This design comes from an exercise in tuning for small area on the open sky130 flow, not from production work. The RTL was checked by simulation tests, not by an equivalence proof against the original design. The clock input has no modelled driver; a real chip could not lean on it and would need a root buffer or a full tree.

== before ==
==> flow/design.v <==
module nback_top (
  input  logic       clk_50_mhz_i,
  input  logic       key_0_i,
  input  logic       key_1_i,
  output logic [7:0] leds_o
);
logic [2:0] key_1_d;
always_ff @( posedge clk_50_mhz_i )
  key_1_d <= { key_1_d[1:0], key_1_i };
logic rst;
assign rst = !key_1_d[2];
logic [3:0] pin_d;
always_ff @( posedge clk_50_mhz_i )
  pin_d <= { pin_d[2:0], key_0_i };
logic [9:0] db_s;
logic [9:0] db_cnt;
logic       db_low0;
logic       db_max;
logic       released;
logic       released_d;
logic       answer;
assign db_cnt  = db_s ^ 10'h2aa;
assign db_low0 = ( db_cnt[8:0] == '0 );
assign db_max  = db_cnt[9] && db_low0;
always_ff @( posedge clk_50_mhz_i )
  if( rst || ( pin_d[3] ^ pin_d[2] ) )
    db_s <= 10'h2aa;
  else
    db_s <= { db_cnt[8:0], db_cnt[9] ^ db_cnt[6] ^ db_low0 } ^ 10'h2aa;
always_ff @( posedge clk_50_mhz_i )
  if( rst )
    released <= 1'b1;
  else
    if( db_max )
      released <= pin_d[3];
always_ff @( posedge clk_50_mhz_i )
  released_d <= released;
assign answer = !released && released_d;
logic [9:0] led_s;
logic [9:0] led_cnt;
logic       led_end;
logic [2:0] led_pos;
assign led_cnt = led_s ^ 10'h2aa;
assign led_end = ( led_cnt == 10'd838 );
always_ff @( posedge clk_50_mhz_i )
  if( rst || led_end )
    led_s <= 10'd1 ^ 10'h2aa;
  else
    led_s <= { led_cnt[8:0], led_cnt[9] ^ led_cnt[6] } ^ 10'h2aa;
always_ff @( posedge clk_50_mhz_i )
  if( led_end )
    led_pos <= led_pos + 3'd1;
  else
    if( rst )
      led_pos <= '0;
localparam logic [2:0] IDLE_S = 3'd0,
                       PRE_S  = 3'd1,
                       SHOW_S = 3'd2,
                       WIN_S  = 3'd3,
                       LOSE_S = 3'd4;
logic [2:0]  state;
logic [14:0] cnt_s;
logic [14:0] cnt;
logic        done;
logic [1:0]  shown;
logic        flag;
logic [8:0]  w;
logic        match;
logic        next_pre;
logic        step;
assign cnt      = cnt_s ^ 15'h2aaa;
assign done     = ( cnt == 15'd1 );
assign match    = flag || ( ( shown == 2'd3 ) && ( w == 9'd215 ) );
assign next_pre = ( state == SHOW_S ) && done && !match;
always_ff @( posedge clk_50_mhz_i )
  if( rst )
    state <= IDLE_S;
  else
    case( state )
      IDLE_S: if( answer ) state <= PRE_S;
      PRE_S:  if( done )   state <= SHOW_S;
      SHOW_S:
        if( done )
          state <= match ? LOSE_S : PRE_S;
        else
          if( answer )
            state <= match ? WIN_S : LOSE_S;
      default: if( done ) state <= IDLE_S;
    endcase
always_ff @( posedge clk_50_mhz_i )
  if( ( state == IDLE_S ) || next_pre )
    cnt_s <= 15'd30673 ^ 15'h2aaa;
  else
    if( done || ( ( state == SHOW_S ) && answer ) )
      cnt_s <= 15'd17603 ^ 15'h2aaa;
    else
      cnt_s <= { cnt[13:0], cnt[14] ^ cnt[13] } ^ 15'h2aaa;
always_ff @( posedge clk_50_mhz_i )
  if( state == IDLE_S )
    shown <= '0;
  else
    if( next_pre && ( shown != 2'd3 ) )
      shown <= shown + 2'd1;
always_ff @( posedge clk_50_mhz_i )
  if( state == IDLE_S )
    flag <= 1'b0;
  else
    if( next_pre )
      flag <= shown[1] && !( w[2] ^ w[3] ^ w[7] ) && !( w[3] ^ w[4] ^ w[8] );
assign step = ( ( state == PRE_S ) && ( flag ? ( cnt[8] && cnt[14] ) : ( cnt[0] && cnt[7] && !cnt[13] ) ) ) ||
              ( ( ( state == WIN_S ) || ( state == LOSE_S ) ) && flag && ( cnt[0] && cnt[10] && cnt[11] ) );
always_ff @( posedge clk_50_mhz_i )
  if( rst )
    w <= 9'd1;
  else
    if( step )
      w <= { w[7:0], w[8] ^ w[4] };
logic [7:0] leds;
always_comb
  case( state )
    IDLE_S,
    LOSE_S:  leds = { 8{ !led_pos[0] } };
    WIN_S:   leds = 8'd1 << led_pos;
    SHOW_S:  leds = w[8:1];
    default: leds = '0;
  endcase
assign leds_o = rst ? '0 : leds;
endmodule
==> flow/config.mk <==
export PLATFORM = sky130hd
export DESIGN_NAME = nback_top
export DESIGN_NICKNAME = nback_top
export VERILOG_FILES = /design/flow/design.v
export SDC_FILE = /design/flow/constraint.sdc
export NUM_CORES = 4
export LEC_CHECK = 0
export CAP_MARGIN = 20
export CORE_MARGIN = 2
export CORE_UTILIZATION = 40
export SLEW_MARGIN = 20
==> flow/constraint.sdc <==
create_clock -name core_clock -period 5.0 [get_ports {clk_50_mhz_i}]
set_input_delay 1.0000 -clock core_clock [delete_from_list [all_inputs] [get_ports {clk_50_mhz_i}]]
set_output_delay 1.0000 -clock core_clock [all_outputs]
set_load 0.01 [all_outputs]
standard.sh (not shown) runs the stock make flow with config.mk's settings and CLKGATE_MAP_FILE= SYNTH_SCRIPT=/design/flow/synth_recipe.tcl, a recipe that flattens the netlist after the stock synthesis.
==> flow/flow/run.sh <==
#!/bin/bash
# Layout flow: the standard synthesis, then the combinational logic is
# mapped again for area (registers untouched), then the standard layout
# steps with adjusted clock tree and port buffer settings.
set -euo pipefail
LIB=$FLOW_HOME/platforms/sky130hd/lib/sky130_fd_sc_hd__tt_025C_1v80.lib
R=orfs/results/sky130hd/nback_top/base
L=orfs/logs/sky130hd/nback_top/base

bash standard.sh synth > flow_1_synth.log 2>&1
cp $R/1_2_yosys.v $R/1_2_yosys_standard.v

DU=$(grep -o -- '-dont_use [A-Za-z0-9_]*' $L/1_2_yosys.log | sort -u | tr '\n' ' ')
# One mapping pass: the combinational cells are turned back into logic and
# mapped again by ABC with an area script; the registers stay as they are.
remap() {
  cat > remap_$3.ys <<EOS
read_liberty -ignore_miss_func $LIB
read_verilog $1
hierarchy -top $FLOW_TOP
blackbox sky130_fd_sc_hd__*df*
flatten
hierarchy -top $FLOW_TOP
opt -purge
read_liberty -lib -nooverwrite -ignore_miss_func $LIB
abc -liberty $LIB $DU -script $4
opt_clean -purge
splitnets
opt_clean -purge
rename -hide w:*.*
hilomap -singleton -hicell sky130_fd_sc_hd__conb_1 HI -locell sky130_fd_sc_hd__conb_1 LO
check -assert -mapped
tee -o $2.stat stat -liberty $LIB
write_verilog -noattr -nohex -nodec $2
EOS
  yosys -s remap_$3.ys > flow_2_remap_$3.log 2>&1
  grep 'Chip area' $2.stat | awk '{print $NF}'
}
# Several passes; in each, every script maps the best netlist so far (4 at a
# time); keep the smallest.
best=$R/1_2_yosys_standard.v
best_area=1e9
for k in 1 2 3; do
  for sc in flow/abc_*.abc; do
    n=$(basename $sc .abc)
    ( remap $best remap_${k}_$n.v ${k}_$n $sc > remap_${k}_$n.area ) &
    while [ $(jobs -r | wc -l) -ge 4 ]; do sleep 0.2; done
  done
  wait
  prev=$best
  for sc in flow/abc_*.abc; do
    n=$(basename $sc .abc)
    a=$(cat remap_${k}_$n.area)
    echo "pass $k script $n area $a" >> flow_2_remap.log
    if awk -v a="$a" -v b="$best_area" 'BEGIN { exit !(a != "" && a + 0 < b + 0) }'; then
      best=remap_${k}_$n.v
      best_area=$a
    fi
  done
  if [ "$best" = "$prev" ]; then break; fi
done
echo "kept $best area $best_area" >> flow_2_remap.log
cp $best $R/1_2_yosys.v
rm -f $R/1_synth.odb $R/1_synth.sdc

export CLOCK_GROUPS=${CLOCK_GROUPS:-2}
export CLOCK_BUF=${CLOCK_BUF:-sky130_fd_sc_hd__clkbuf_16}
bash standard.sh finish \
  "PRE_CTS_TCL=$PWD/flow/pre_cts.tcl" \
  "BUFFER_PORTS_ARGS=-buffer_cell sky130_fd_sc_hd__buf_1" \
  > flow_3_finish.log 2>&1
Other scripts of this flow, unchanged in this note and not shown: flow/flow/abc_a7.abc, flow/flow/abc_b2.abc, flow/flow/abc_c7.abc, flow/flow/abc_d2.abc, flow/flow/abc_d3.abc, flow/flow/abc_d7.abc, flow/flow/abc_d8.abc, flow/flow/pre_cts.tcl
Input changes introduced in after (baseline for comparison: before):
--- a/flow/design.v
+++ b/flow/design.v
@@ -54,7 +54,8 @@
     if( rst )
       led_pos <= '0;
 localparam logic [2:0] IDLE_S = 3'd0,
-                       PRE_S  = 3'd1,
+                       PRE2_S = 3'd1,
+                       PRE1_S = 3'd5,
                        SHOW_S = 3'd2,
                        WIN_S  = 3'd3,
                        LOSE_S = 3'd4;
@@ -77,21 +78,22 @@
     state <= IDLE_S;
   else
     case( state )
-      IDLE_S: if( answer ) state <= PRE_S;
-      PRE_S:  if( done )   state <= SHOW_S;
+      IDLE_S: if( answer ) state <= PRE2_S;
+      PRE2_S: if( done )   state <= PRE1_S;
+      PRE1_S: if( done )   state <= SHOW_S;
       SHOW_S:
         if( done )
-          state <= match ? LOSE_S : PRE_S;
+          state <= match ? LOSE_S : PRE2_S;
         else
           if( answer )
             state <= match ? WIN_S : LOSE_S;
       default: if( done ) state <= IDLE_S;
     endcase
 always_ff @( posedge clk_50_mhz_i )
-  if( ( state == IDLE_S ) || next_pre )
-    cnt_s <= 15'd30673 ^ 15'h2aaa;
+  if( ( state == PRE2_S ) && done )
+    cnt_s <= 15'd32704 ^ 15'h2aaa;
   else
-    if( done || ( ( state == SHOW_S ) && answer ) )
+    if( ( state == IDLE_S ) || done || ( ( state == SHOW_S ) && answer ) )
       cnt_s <= 15'd17603 ^ 15'h2aaa;
     else
       cnt_s <= { cnt[13:0], cnt[14] ^ cnt[13] } ^ 15'h2aaa;
@@ -107,8 +109,9 @@
   else
     if( next_pre )
       flag <= shown[1] && !( w[2] ^ w[3] ^ w[7] ) && !( w[3] ^ w[4] ^ w[8] );
-assign step = ( ( state == PRE_S ) && ( flag ? ( cnt[8] && cnt[14] ) : ( cnt[0] && cnt[7] && !cnt[13] ) ) ) ||
-              ( ( ( state == WIN_S ) || ( state == LOSE_S ) ) && flag && ( cnt[0] && cnt[10] && cnt[11] ) );
+assign step = cnt[0] && (
+                ( ( state == PRE2_S ) && ( flag ? ( cnt[1] && cnt[9] ) : ( cnt[7] && !cnt[13] ) ) ) ||
+                ( ( ( state == WIN_S ) || ( state == LOSE_S ) ) && flag && ( cnt[10] && cnt[11] ) ) );
 always_ff @( posedge clk_50_mhz_i )
   if( rst )
     w <= 9'd1;
## What came out
Looking at share of cell area taken by flip-flops and latches, after sits below before.
The first-pass GRT wire length number comes out lower for after vs before.
In the reports for before and after, the smaller floorplan die area belongs to before.
There was hardly any difference in met3 track demand over resource between before and after.
In after, the length of routed wiring on met1 came out 0.60% above the value in before.
No run of this note takes its clock network from TritonCTS; it comes from the design's own scripts or RTL.

-- afterwards: timing with drivers on the ports --
The results above use ideal ports. As a check the final layouts listed here were re-extracted and re-timed, cells and wires unchanged. Step 1 sets driving cells, clkbuf_16 on the clock port and buf_2 on the other inputs (assumed; they add their load-dependent delay and slew). Step 2 times the ports against the registers' clock, not the clock port: input delays grow and output delays shrink by t, the midpoint of the rising clock arrivals with the driver on. Slacks: ideal ports / drivers / drivers and shift; pairs: ideal ports / drivers.
run | t (ns) | setup slack, ns | worst setup path after step 2 | latest minus earliest clock arrival (ns)
before | 0.209 | 1.686 / 1.641 / 1.850 | register to output | 0.006 / 0.006
after | 0.212 | 1.917 / 1.870 / 2.082 | register to output | 0.013 / 0.012
After both steps setup and hold are still met in every run listed.
